From an optimization exercise on the open Yosys and OpenROAD flow, aimed at small area; shortcuts taken in it are not production practice. In this exercise RTL edits were held to simulation tests only and were not proved equivalent to the original. Power figures rest on the tool's default switching activity, not on a simulated workload.

==> flow/design.v <==
module keyscan(
  input         clk,
  input         rst,
  input         psel,
  input         pwrite,
  input         penable,
  input  [5:0]  paddr,
  input  [31:0] pwdata,
  output [31:0] prdata,
  output        irq,
  input  [7:0]  ks_in,
  output [17:0] ks_out,
  output [17:0] ks_oe
);
  localparam [2:0] S_IDLE = 3'd0, S_SINT = 3'd1, S_ROW = 3'd2, S_DEB = 3'd3, S_WAIT = 3'd4;
  wire wr_en = psel & penable & pwrite;
  wire rd_en = psel & ~penable & ~pwrite;
  wire a0 = paddr == 6'd0;
  wire a1 = paddr == 6'd1;
  wire a2 = paddr == 6'd2;
  wire a3 = paddr == 6'd3;
  wire a4 = paddr == 6'd4;
  wire a5 = paddr == 6'd5;
  wire a6 = paddr == 6'd6;
  wire a7 = paddr == 6'd7;
  wire a8 = paddr == 6'd8;
  wire wr0 = wr_en & a0;
  wire wr1 = wr_en & a1;
  wire wr2 = wr_en & a2;
  wire wr3 = wr_en & a3;
  reg        ks_en, wk_en, int_en, ksf, ksif, pol, clr_key;
  reg [17:0] ksoe;
  reg [7:0]  ksie;
  reg [3:0]  sint_v, rint_v, deb_v;
  reg        irq_r;
  always @(posedge clk) begin
    if (rst) begin
      ks_en <= 1'b0;
      wk_en <= 1'b0;
      ksoe <= 18'h0;
      ksie <= 8'h0;
      int_en <= 1'b0;
      ksf <= 1'b0;
      ksif <= 1'b0;
      pol <= 1'b0;
      clr_key <= 1'b0;
      sint_v <= 4'h8;
      rint_v <= 4'h0;
      deb_v <= 4'h4;
    end else begin
      if (wr0) begin
        ks_en <= pwdata[0];
        wk_en <= pwdata[1];
      end else if (irq_r & ~wk_en)
        ks_en <= 1'b0;
      if (wr1) begin
        ksoe <= pwdata[25:8];
        ksie <= pwdata[7:0];
      end
      if (wr2) int_en <= pwdata[0];
      if (wr2 & pwdata[1]) ksf <= 1'b0;
      else ksf <= ksf | irq_r;
      if (wr2 & pwdata[2]) ksif <= 1'b0;
      else if (irq_r) ksif <= int_en;
      if (wr3) begin
        pol <= pwdata[13];
        sint_v <= pwdata[11:8];
        rint_v <= pwdata[7:4];
        deb_v <= pwdata[3:0];
      end
      clr_key <= wr3 & pwdata[12];
    end
  end
  reg  [2:0]  st;
  reg  [4:0]  idx;         
  reg  [15:0] cnt;         
  reg         from_deb;    
  reg  [7:0]  ks_in_d, ks_in_dd;
  reg  [7:0]  cur_d;
  reg  [7:0]  key_curinfo;
  reg         key_vld;
  reg         int_trig;
  reg  [1:0]  int_dly;
  reg         oe_hot, out_hot, out_bg;
  reg  [143:0] rows;      
  reg [1:0] m_st, s_st;
  reg       m_ack_s, m_ack_ss, req_s, req_ss;
  reg       vld_d, vld_dd, key_ack;
  wire      m_ack = (m_st == 2'd2) & m_ack_ss;
  wire      s_vld = (s_st == 2'd2) | ((s_st == 2'd1) & req_ss);
  wire      kvr = vld_d & ~vld_dd;
  wire s0 = st == S_IDLE;
  wire s1 = st == S_SINT;
  wire s2 = st == S_ROW;
  wire s3 = st == S_DEB;
  wire s4 = st == S_WAIT;
  wire [7:0] inp = pol ? ks_in_dd : ~ks_in_dd;
  wire [17:0] hit;
  genvar gi;
  generate
    for (gi = 0; gi < 16; gi = gi + 1) begin : g_hit
      assign hit[gi] = ~idx[4] & (idx[3:0] == gi);
    end
  endgenerate
  assign hit[16] = idx[4] & ~idx[0];
  assign hit[17] = idx[4] & idx[0];
  wire       oe_sel = idx[4] ? (idx[0] ? ksoe[17] : ksoe[16]) : ksoe[idx[3:0]];
  wire [7:0] key_cur_st = oe_sel ? (ksie & inp) : 8'h0;
  wire [7:0] row_sel = idx[4] ? (idx[0] ? rows[143:136] : rows[135:128]) : rows[idx[3:0]*8 +: 8];
  wire       neq_pre = oe_sel & |((row_sel ^ inp) & ksie);
  wire [15:0] smax = 16'h1 << sint_v;
  wire [15:0] dmax = 16'h1 << deb_v;
  wire        s_fin = cnt == smax;
  wire        step_max = cnt[1];
  wire        deb_act = s3 | (s4 & from_deb);
  wire        key_pulse = s3 & (key_cur_st != cur_d);
  wire        valid_change = deb_act & (cnt == dmax) & ~key_pulse & neq_pre;
  wire [3:0]  rcnt = (s4 & from_deb) ? 4'h0 : cnt[3:0];
  wire        r_fin = rcnt == rint_v;
  wire        cnt_complt = idx == 5'd17;
  reg [2:0] n;
  always @(*) begin
    n = S_IDLE;
    if (ks_en) begin
      case (st)
        S_IDLE: n = S_SINT;
        S_SINT: n = s_fin ? S_ROW : S_SINT;
        S_ROW:  n = step_max ? (neq_pre ? S_DEB : S_WAIT) : S_ROW;
        S_DEB:  n = (key_pulse | valid_change) ? S_WAIT : S_DEB;
        S_WAIT: n = key_vld ? S_WAIT : cnt_complt ? S_SINT : r_fin ? S_ROW : S_WAIT;
        default: n = S_IDLE;
      endcase
    end
  end
  wire go_sint = n == S_SINT;
  wire go_row = n == S_ROW;
  wire load = (s1 | s4) & go_row;
  wire cnt_run = ks_en & ((s1 & ~s_fin) | (s2 & ~step_max) | (s3 & ~valid_change) |
                          (s4 & ~r_fin & ~go_sint));
  wire [15:0] cnt_in = {cnt[15:4], rcnt};
  always @(posedge clk) begin
    if (rst) begin
      st <= S_IDLE;
      idx <= 5'd0;
      cnt <= 16'h0;
      from_deb <= 1'b0;
      key_vld <= 1'b0;
      int_trig <= 1'b0;
      int_dly <= 2'd0;
    end else begin
      st <= n;
      if (s0 | (s1 & ~go_sint)) idx <= 5'd0;
      else if (s1) idx <= 5'd17;
      else if (s4 & go_row) idx <= idx + 5'd1;
      cnt <= cnt_run ? cnt_in + 16'h1 : 16'h0;
      from_deb <= s3;
      key_vld <= (valid_change & ~wk_en) | (key_vld & ~m_ack);
      int_trig <= (s3 & valid_change) | (int_trig & ~(s0 | s1));
      if (s1 & int_trig) int_dly <= 2'd1;
      else if (int_dly != 2'd0) int_dly <= int_dly + 2'd1;
    end
  end
  always @(posedge clk) begin
    ks_in_d <= ks_in;
    ks_in_dd <= ks_in_d;
    cur_d <= key_cur_st;
    if (valid_change) key_curinfo <= key_cur_st;
  end
  wire [17:0] ksoe_next = {ksoe[0], ksoe[17:1]};
  wire        oe_new = s1 ? ksoe[0] :
                          idx[4] ? (idx[0] ? ksoe_next[17] : ksoe_next[16]) : ksoe_next[idx[3:0]];
  always @(posedge clk or posedge rst) begin
    if (rst) begin
      oe_hot <= 1'b0;
      out_hot <= 1'b0;
      out_bg <= 1'b0;
      irq_r <= 1'b0;
    end else begin
      irq_r <= int_dly == 2'd3;
      if (load) begin
        oe_hot <= oe_new;
        out_hot <= oe_new;
        out_bg <= ~pol;
      end else if (go_sint | n == S_IDLE) begin
        oe_hot <= 1'b0;
        out_hot <= 1'b0;
        out_bg <= ~pol;
      end else if (n == S_WAIT)
        oe_hot <= 1'b0;
    end
  end
  assign ks_oe = {18{oe_hot}} & hit;
  assign ks_out = {18{out_bg}} ^ ({18{out_hot}} & hit);
  always @(posedge clk) begin
    m_ack_s <= (s_st == 2'd3) & req_ss;
    m_ack_ss <= m_ack_s;
    req_s <= ((m_st == 2'd1) & key_vld) | ((m_st == 2'd2) & ~m_ack_ss);
    req_ss <= req_s;
    vld_d <= s_vld;
    vld_dd <= vld_d;
  end
  always @(posedge clk) begin
    if (rst) begin
      m_st <= 2'd0;
      s_st <= 2'd0;
      key_ack <= 1'b0;
    end else begin
      case (m_st)
        2'd0: m_st <= 2'd1;
        2'd1: if (key_vld) m_st <= 2'd2;
        2'd2: if (~key_vld) m_st <= 2'd1; else if (m_ack_ss) m_st <= 2'd3;
        default: if (~m_ack_ss) m_st <= 2'd1;
      endcase
      case (s_st)
        2'd0: s_st <= 2'd1;
        2'd1: if (req_ss) s_st <= 2'd2;
        2'd2: if (key_ack) s_st <= 2'd3;
        default: if (~req_ss) s_st <= 2'd1;
      endcase
      key_ack <= kvr;
    end
  end
  wire       clr = clr_key | rst;
  wire [7:0] wdat = clr ? 8'h0 : key_curinfo;
  integer ri;
  always @(posedge clk) begin
    for (ri = 0; ri < 18; ri = ri + 1)
      if (clr | (kvr & hit[ri])) rows[ri*8 +: 8] <= wdat;
  end
  reg [31:0] rsel;
  always @(*) begin
    rsel = 32'h0;
    if (a0) rsel = {30'h0, wk_en, ks_en};
    if (a1) rsel = {6'h0, ksoe, ksie};
    if (a2) rsel = {29'h0, ksif, ksf, int_en};
    if (a3) rsel = {18'h0, pol, clr_key, sint_v, rint_v, deb_v};
    if (a4) rsel = {rows[31:24], rows[23:16], rows[15:8], rows[7:0]};
    if (a5) rsel = {rows[63:56], rows[55:48], rows[47:40], rows[39:32]};
    if (a6) rsel = {rows[95:88], rows[87:80], rows[79:72], rows[71:64]};
    if (a7) rsel = {rows[127:120], rows[119:112], rows[111:104], rows[103:96]};
    if (a8) rsel = {16'h0, rows[143:136], rows[135:128]};
  end
  reg [31:0] prdata_r;
  always @(posedge clk or posedge rst) begin
    if (rst) prdata_r <= 32'h0;
    else if (rd_en) prdata_r <= rsel;
  end
  assign prdata = prdata_r;
  assign irq = irq_r;
endmodule
==> flow/run.sh <==
#!/bin/bash
# synth_recipe.tcl (not shown) runs the flow's synth.tcl, then flattens the netlist and writes it again
# the make line also repeats each setting of config.mk as NAME=value (left out here)
make -C /OpenROAD-flow-scripts/flow DESIGN_CONFIG=/design/flow/config.mk WORK_HOME=/design/flow/orfs CLKGATE_MAP_FILE= SYNTH_SCRIPT=/design/flow/synth_recipe.tcl finish
==> flow/config.mk <==
export PLATFORM = sky130hd
export DESIGN_NAME = keyscan
export DESIGN_NICKNAME = keyscan
export VERILOG_FILES = /design/flow/design.v
export SDC_FILE = /design/flow/constraint.sdc
export NUM_CORES = 4
export LEC_CHECK = 0
export CAP_MARGIN = 20
export CORE_MARGIN = 2
export CORE_UTILIZATION = 40
export SLEW_MARGIN = 20
==> flow/constraint.sdc <==
create_clock -name core_clock -period 10.0 [get_ports {clk}]
set_input_delay 2.0000 -clock core_clock [delete_from_list [all_inputs] [get_ports {clk}]]
set_output_delay 2.0000 -clock core_clock [all_outputs]
set_load 0.01 [all_outputs]
==> results of run 1 <==
==> worst register-to-register path: cells and delay by family (launching register included) <==
family / cells / cell delay [ns]
AND/OR/NAND/NOR: 4 / 1.85
AO/OA/AOI/OAI: 3 / 1.02
flip-flops: 1 / 0.75
buffers and inverters: 1 / 0.72
multiplexers: 1 / 0.68
==> synth_stat cells (11+ instances only) <==
cell	number	share of area (%)
a21oi_1	94	3.1
and2_1	28	1.2
mux4_2	39	5.8
mux2_2	19	1.4
nor2_1	95	2.4
edfxtp_1	152	30
ha_1	17	1.4
clkbuf_1	82	2.0
a22oi_1	25	1.2
nor3b_1	12	0.60
nor3_1	14	0.46
a221oi_1	12	0.70
dfxtp_1	109	14
and3_1	18	0.75
nand3_1	29	0.96
nand2b_1	14	0.58
inv_1	30	0.75
o221ai_1	16	0.93
o21ai_0	53	1.8
nand2_1	206	5.1
xnor2_1	40	2.3
xor2_1	14	0.81
a22o_1	11	0.64
dfrtp_1	36	6.0
nor2b_1	16	0.66
mux2i_1	56	3.7
a211oi_1	12	0.60
==> per-layer routing <==
metal | vias up | share of wire [%] | global-route usage, %
li1 | 5341 | - | -
met2 | 466 | 47 | 37.54
met1 | 5849 | 43 | 32.62
met5 | - | 0 | 0
met4 | 0 | 3.3 | 8.326
met3 | 77 | 6.6 | 3.321
==> through the flow <==
step / hold WS, ns / total power [mW] / std cells
6_report: 0.3245 / 2.785 / 2020
2_1_floorplan: 0.3096 / 1.500 / 1423
5_1_grt: 0.3405 / 2.878 / 2020
3_5_place_dp: 0.3121 / 1.603 / 1955
3_3_place_gp: 0.3097 / 1.598 / 1955
4_1_cts: 0.3271 / 2.804 / 2019
==> flip-flops by register name, summed over array words and instances (netlist names), 2 cells and up <==
name / flops
int_dly: 2
m_st: 2
rows: 144
rint_v: 4
key_curinfo: 8
ksie: 8
st: 3
ksoe: 18
ks_in_d: 8
s_st: 2
cur_d: 8
ks_in_dd: 8
prdata_r: 32
cnt: 16
sint_v: 4
idx: 5
deb_v: 4
==> power breakdown <==
part           leakage (nW)  switching [mW]  internal [mW]
sequential             3.03          0.0267           1.33
combinational          2.56           0.129         0.0911
clock                 0.519           0.521          0.684
==> final timing paths <==
| check | from | end | slack (ns) | depth (start not counted) |
|---|---|---|---|---|
| worst max-delay path | idx[0] | ks_out[15] | 4.06 | 7 |
| worst min-delay path | ks_in_d[1] | ks_in_dd[1] | 0.32 | 0 |
| worst max register to register | idx[0] | key_curinfo[5] | 4.57 | 9 |
| worst min register to register | ks_in_d[1] | ks_in_dd[1] | 0.32 | 0 |
| max in group asynchronous | rst | prdata_r[27] | 7.53 | 4 |
| min in group asynchronous | rst | out_bg | 2.01 | 4 |
==> kinds of logic (layout without fill, tap and decap cells) <==
family	Yosys count	in the layout
AND/OR/NAND/NOR	500	500
buffers and inverters	138	224
AO/OA/AOI/OAI	301	301
adder cells (fa/ha/maj)	17	17
multiplexers	116	116
XOR/XNOR	54	54
flip-flops	297	297
==> cell type report <==
class                           count  area share [%]
Sequential cell                   297           43.46
Tap cell                          511           3.632
Clock buffer                       48           5.480
Timing Repair Buffer              128           7.008
Clock inverter                     16          0.6184
Inverter                           32          0.6824
Multi-Input combinational cell    988           39.11
==> layout by cell type (no fill, tap or decap), types with 15 or more instances in the layout <==
cell type / Yosys / final
o21ai_0: 53 / 52
a22oi_1: 25 / 25
and2_1: 28 / 28
nand2_1: 206 / 206
mux4_2: 39 / 39
dfxtp_1: 109 / 108
nand3_1: 29 / 29
nor2_1: 95 / 93
buf_4: 3 / 15
clkdlybuf4s50_1: 0 / 111
clkbuf_16: 0 / 35
mux2_2: 19 / 19
ha_1: 17 / 17
o221ai_1: 16 / 16
inv_1: 30 / 29
xnor2_1: 40 / 40
a21oi_1: 94 / 94
mux2i_1: 56 / 56
edfxtp_1: 152 / 152
nor2b_1: 16 / 16
and3_1: 18 / 18
dfrtp_1: 36 / 36
==> metrics.md, run 1 <==
| Metric | Value |
|---|---|
| Final-report hold violation count | `0` |
| Post-layout util | `47.07%` |
| Cells after synthesis | `1423` |
| Crit path top cell by count | `ha_1` |
| CTS H-tree depth | `2` |
| GRT overflow | `0` |
| Share of layout cells above drive strength 1 | `10.47%` |
| VDD IR max | `0.00009345 V` |
| Die ar. | `39310 µm²` |
| DR iter-0 viols | `1162` |
| Worst slew margin relative to its limit | `21.29%` |
| Design area | `17600 µm²` |
| Final WL | `46.18 mm` |
| Synthesized area per cell | `10.61 µm²` |
| Critical path fanouts, max | `41` |
| Main combinational cell family by area after synthesis | `simple AND/OR/NAND/NOR gates` |
| IO buf count | `113` |
| CP peak stage delay | `0.75 ns` |
| Synth Area in Compound Gates | `13.29%` |
| Vias per cell | `5.808` |
| Setup TNS | `0 ns` |
| CTS tree | `yes` |
| Sequential cell area fraction in the yosys report | `50.66%` |
| CP Capture Type | `output pin` |
| Synth Area in XOR/XNOR | `3.133%` |
| DP Area | `16520 µm²` |
| P per Cell Area | `158.2 nW/µm²` |
| ANT nets after route | `0` |
| First-pass GRT wire length | `69.05 mm` |
| Multi-input gate area | `6885 µm²` |
| Final Wtd Congestion | `0.8921` |
| Final setup fails | `0` |
| Final worst slack | `4.064 ns` |
| Max Freq | `0.1685 GHz` |
| Fin. max-slew vios | `0` |
| Initial antenna violation count | `0` |
| Measured slew at the worst slew-check pin | `1.170 ns` |
| Post-synth ARST share | `12.12%` |
| Via count | `11730` |
| Clock-pin slew on the worst setup and hold paths | `0.06 ns` |
| Post-synth EDFFs | `152` |
| Largest net degree at the start of global routing | `57` |
| Critical path's slowest cell | `dfxtp_4` |
| PostCTS Resize Cnt | `0` |
| Crit path max-delay family | `buffers and inverters` |
| Core ar. | `37400 µm²` |
| Period utilization | `59.36%` |
| Cell area after synthesis | `15100 µm²` |
| Post-CTS Setup Bufs | `0` |
| CP required | `8.00 ns` |
| CP Buf/Inv Count | `2` |
| #FFs+latches synth | `297` |
| I/O pin total | `120` |
| Crit Path Class | `reg2out` |
| Nets | `1550` |
| Final Critical Period | `5.936 ns` |
| Root Buffer | `clkbuf_16` |
| Status | `finished clean` |
| Synth Area in Simple Gates | `16.27%` |
| Vias in the first global route | `11010` |
| Clock Tree Buf Depth | `3` |
| TritonRoute pass-1 iters | `5` |
| Net count after synthesis | `1491` |
| Startpoint Class | `register` |
| TritonCTS Buffers | `35` |
| Ant diodes | `0` |
| Leakage power | `6.104 nW` |
| GRT Util Overall | `23.49%` |
| Worst path cell trace | `buf_4 -> ha_1 -> and3_1 -> ha_1 -> nand2_1 -> xnor2_1 -> clkdlybuf4s50_1` |
| Synth Flop Type | `edfxtp_1` |
| RSZ-0062 raised after global routing | `no` |
| Fillcell total | `3439` |
| Seq. cell area | `7651 µm²` |
| Max-Cap Viols | `0` |
| Die H | `198.3 µm` |
| TritonCTS Sinks | `297` |
| Hpwl dp | `32.63 mm` |
| Row cnt | `71` |
| Synth Area in Adders | `1.409%` |
| # hold bufs at CTS | `0` |
| Worst EP arrival | `3.94 ns` |
| Worst skew pair latency | `0.55 ns` |
| Final clock skew | `0.01929 ns` |
| Starting Density | `40.36%` |
| Routed len/inst | `22.86 µm` |
| Yosys cell types | `85` |
| Die width | `198.3 µm` |
| Synthesis-to-layout area growth | `16.61%` |
| Yosys warnings | `1` |
| Proportion of synthesized area in mux cells | `11.30%` |
| HP Class | `reg2reg` |
| Setup slack after placement | `4.275 ns` |
| Drc violations | `0` |
==> run 2, diff against run 1 <==
--- a/flow/config.mk
+++ b/flow/config.mk
@@ -5,7 +5,9 @@
 export SDC_FILE = /design/flow/constraint.sdc
 export NUM_CORES = 4
 export LEC_CHECK = 0
+export ABC_AREA = 1
 export CAP_MARGIN = 20
 export CORE_MARGIN = 2
-export CORE_UTILIZATION = 40
+export CORE_UTILIZATION = 60
+export CTS_BUF_LIST = sky130_fd_sc_hd__clkbuf_4
 export SLEW_MARGIN = 20
==> run 2 against run 1 <==
Net effect: still clean on timing, DRC and antenna; wire length up 0.28%; combinational power up 17%; synthesized cell count up 30%; critical path depth up 2; fmax up 7.6%; clock skew up 0.026 ns; non-clock buffer count up 13; critical path type unchanged; global-route usage up 12 points; critical endpoint is now ks_out[11]; sequential power about the same; final area down 0.69%; via count up 16%; register-to-register slack better by 0.96 ns.
==> metrics.md, run 2 <==
| Metric | Value |
|---|---|
| Biggest register | `rows` |
| CP peak stage delay | `0.80 ns (+0.05 ns)` |
| Number of stages on the worst setup path | `9 (+2)` |
| Largest net degree at the start of global routing | `97 (+70%)` |
| # hold bufs at CTS | `0 (unchanged)` |
| CTS H-tree depth | `3 (+1)` |
| Sequential cell area fraction in the yosys report | `50.84% (+0.18 points)` |
| Top flop regs | `rows x144, prdata_r x32, ksoe x18` |
| TritonCTS Sinks | `297 (unchanged)` |
| PostCTS Resize Cnt | `0 (unchanged)` |
| Largest cells by area after synthesis | `edfxtp_1 30%, dfxtp_1 15%, nand2_1 10%` |
| Synthesized area per cell | `8.123 µm² (-23%)` |
| Vias in the first global route | `13160 (+19%)` |
| Final clock skew | `0.04574 ns (+0.02645 ns)` |
| DR iter-0 viols | `1718 (+48%)` |
| Worst slew margin relative to its limit | `22.88% (+1.6 points)` |
| Total power | `2.725 mW (-2.2%)` |
| Drc violations | `0 (unchanged)` |
| Final worst slack | `4.482 ns (+0.4185 ns)` |
| #FFs+latches synth | `297 (unchanged)` |
| Core ar. | `24460 µm² (-35%)` |
| IO buf count | `113 (unchanged)` |
| Max-Cap Viols | `0 (unchanged)` |
| Post-synth EDFFs | `152 (unchanged)` |
| P per Cell Area | `155.9 nW/µm² (-1.5%)` |
| VDD IR max | `0.0001250 V (+34%)` |
| Crit Path Class | `reg2out` |
| Nets | `2067 (+33%)` |
| Final WL | `46.31 mm (+0.28%)` |
| Setup TNS | `0 ns (unchanged)` |
| Yosys cell types | `47 (-45%)` |
| RSZ-0062 raised after global routing | `no` |
| Net count after synthesis | `1920 (+29%)` |
| Cell area after synthesis | `15040 µm² (-0.35%)` |
| Via count | `13590 (+16%)` |
| Critical path's slowest cell | `buf_4` |
| Starting Density | `61.50% (+21 points)` |
| CP Buf/Inv Count | `4 (+2)` |
| Root Buffer | `clkbuf_4` |
| First-pass GRT wire length | `71.12 mm (+3.0%)` |
| ANT nets after route | `0 (unchanged)` |
| Max FFs per register | `144 (unchanged)` |
| Area leader, netlist | `edfxtp_1` |
| Routed len/inst | `19.38 µm (-15%)` |
| Post-layout util | `71.46% (+24 points)` |
| Post-synth top area share | `30.34% (+0.11 points)` |
| Worst EP arrival | `3.52 ns (-0.42 ns)` |
| Leakage power | `7.460 nW (+22%)` |
| Hpwl dp | `32.99 mm (+1.1%)` |
| Crit path max-delay family | `buffers and inverters` |
| Die H | `162.3 µm (-18%)` |
| Final Wtd Congestion | `0.9517 (+6.7%)` |
| TritonCTS Buffers | `79 (+130%)` |
| Yosys warnings | `1 (unchanged)` |
| GRT Util Overall | `35.53% (+12 points)` |
| Final-report hold violation count | `0 (unchanged)` |
| Synthesis-to-layout area growth | `16.21%` |
| Die width | `162.3 µm (-18%)` |
| Status | `finished clean` |
| Worst path cell trace | `buf_4 -> ha_1 -> inv_1 -> nor2_1 -> inv_1 -> nor2_1 -> nand2_1 -> xor2_1 -> clkdlybuf4s50_1` |
| Most frequent cells in the layout | `417 x nand2_1, 264 x inv_1, 189 x nor2_1` |
| I/O pin total | `120 (unchanged)` |
| Count leader, synth | `nand2_1` |
| Final setup fails | `0 (unchanged)` |
| Startpoint Class | `register` |
| Period utilization | `55.18% (-4.2 points)` |
| CP required | `8.00 ns (about the same)` |
| Clock Tree Buf Depth | `3 (unchanged)` |
| Commonest cells post-synth | `417 x nand2_1, 265 x inv_1, 191 x nor2_1` |
| Critical path fanouts, max | `96 (+130%)` |
| Final Critical Period | `5.518 ns (-0.4185 ns)` |
| Setup slack after placement | `4.166 ns (-0.1083 ns)` |
| Share of layout cells above drive strength 1 | `9.113% (-1.4 points)` |
| Fin. max-slew vios | `0 (unchanged)` |
| Row cnt | `57 (-20%)` |
| Die ar. | `26350 µm² (-33%)` |
| GRT overflow | `0 (unchanged)` |
| Cells after synthesis | `1852 (+30%)` |
| Max Freq | `0.1812 GHz (+7.6%)` |
| Synth Flop Type | `edfxtp_1` |
| Worst skew pair latency | `0.70 ns (+0.15 ns)` |
| Post-synth ARST share | `12.12% (unchanged)` |
| Measured slew at the worst slew-check pin | `1.149 ns (-0.02073 ns)` |
| HP Class | `reg2reg` |
| Reg2reg path depth | `24 (+15)` |
| Initial antenna violation count | `4 (+4)` |
| Clock-pin slew on the worst setup and hold paths | `0.06 ns (about the same)` |
| Post-CTS Setup Bufs | `0 (unchanged)` |
| CTS tree | `yes` |
| Hold path depth | `0 (unchanged)` |
| CP Capture Type | `output pin` |
| Most common cell after layout, fill and taps aside | `nand2_1` |
| TritonRoute pass-1 iters | `9 (+4)` |
| Vias per cell | `5.688 (-2.1%)` |
-- run 2: area by class of cell --
type,instances,area (µm²)
diodes,2,5.005
clock buffers,109,818.3
clock inverters,36,215.2
fillers,1969,6980
inverters,280,1051
multi-input cells,1200,5997
flip-flops and latches,297,7649
well taps,324,405.4
repair buffers,141,1341
-- run 2: report_power, final --
group	leakage [nW]	switching [mW]	total, mW	internal [mW]
logic	3.85	0.161	0.258	0.0968
registers	3.00	0.0307	1.38	1.35
clock network	0.607	0.526	1.09	0.565
-- run 2: metal layers --
layer,track usage [%],vias up,share of wire [%]
li1,-,6422,-
met1,47.17,6160,40
met2,52.44,845,42
met3,10.80,159,12
met4,19.19,2,5.4
met5,0,-,0.030
-- run 2: stage by stage --
step           cell area [µm²]  hold slack (ns)  std cells
5_1_grt                  17480           0.3327       2388
3_5_place_dp             16430           0.3135       2242
2_1_floorplan            15040           0.3096       1852
3_3_place_gp             16430           0.3126       2242
4_1_cts                  17460           0.3289       2387
6_report                 17480           0.3261       2389
-- run 2: logic make-up (layout without fill, tap and decap cells) --
| group | after synthesis | count (layout) | share of synthesized area [%] |
|---|---|---|---|
| other cells | 0 | 2 | 0 |
| fa+ha+maj | 17 | 17 | 1.414 |
| compound gates | 321 | 321 | 12.41 |
| xor+xnor | 70 | 70 | 4.075 |
| flops | 297 | 297 | 50.84 |
| buf+inv | 355 | 566 | 9.415 |
| simple gates | 792 | 792 | 21.85 |
-- run 2: worst reg2reg max path, stage by stage (launching register included) --
cell and delay (ns):
dfxtp_2 0.39, buf_4 0.80, nand2_1 0.16, o211ai_1 0.14
nand2_1 0.09, nand2_1 0.07, nand2_1 0.10, o21ai_2 0.18
nand2_4 0.19, nand2_1 0.15, inv_1 0.07, nand2_1 0.06
nand3_1 0.08, nor2_1 0.11, nand2_1 0.21, nand2_1 0.17
nand2_1 0.11, nor2_2 0.59, nand2_1 0.19, nand3_1 0.14
nand2_1 0.08, nand2_1 0.09, nand2_1 0.07, nand2_1 0.05
o21ai_1 0.06
-- run 2: worst paths after layout --
| check | to | slack [ns] | from |
|---|---|---|---|
| worst max register to register | out_bg | 5.53 | idx[0] |
| max in group asynchronous | prdata_r[26] | 6.95 | rst |
| min in group asynchronous | irq_r | 2.46 | rst |
| worst max-delay path | ks_out[11] | 4.48 | idx[0] |
| worst min-delay path | m_ack_ss | 0.33 | m_ack_s |
| worst min register to register | m_ack_ss | 0.33 | m_ack_s |

-- re-timing with driven ports --
The flow's constraints put no driver on any port. The routed layouts listed below were extracted and timed again, unchanged, in two steps.
Step 1: set_driving_cell puts a clkbuf_16 on clk and a buf_2 on each other input, an assumption about the parent block.
Step 2 adds t to the input delays and takes it off the output delays; t is the mean of the earliest and latest rising clock arrival at the registers after step 1. Input paths then give back, and output paths get back, about the clock's delay inside the block.
a / b / c = ideal / step 1 / step 2; a / b = the first two.
| run | t, ns | setup WS [ns] | pins driven straight from the clock port |
|---|---|---|---|
| run 1 | 0.589 | 4.064 / 4.011 / 4.217 | 1 |
| run 2 | 0.724 | 4.482 / 4.438 / 4.425 | 1 |
After both steps setup and hold are still met in every run listed. For run 2, which loses most, drivers alone change the setup slack by -0.044 ns; drivers and shift together by -0.057 ns.
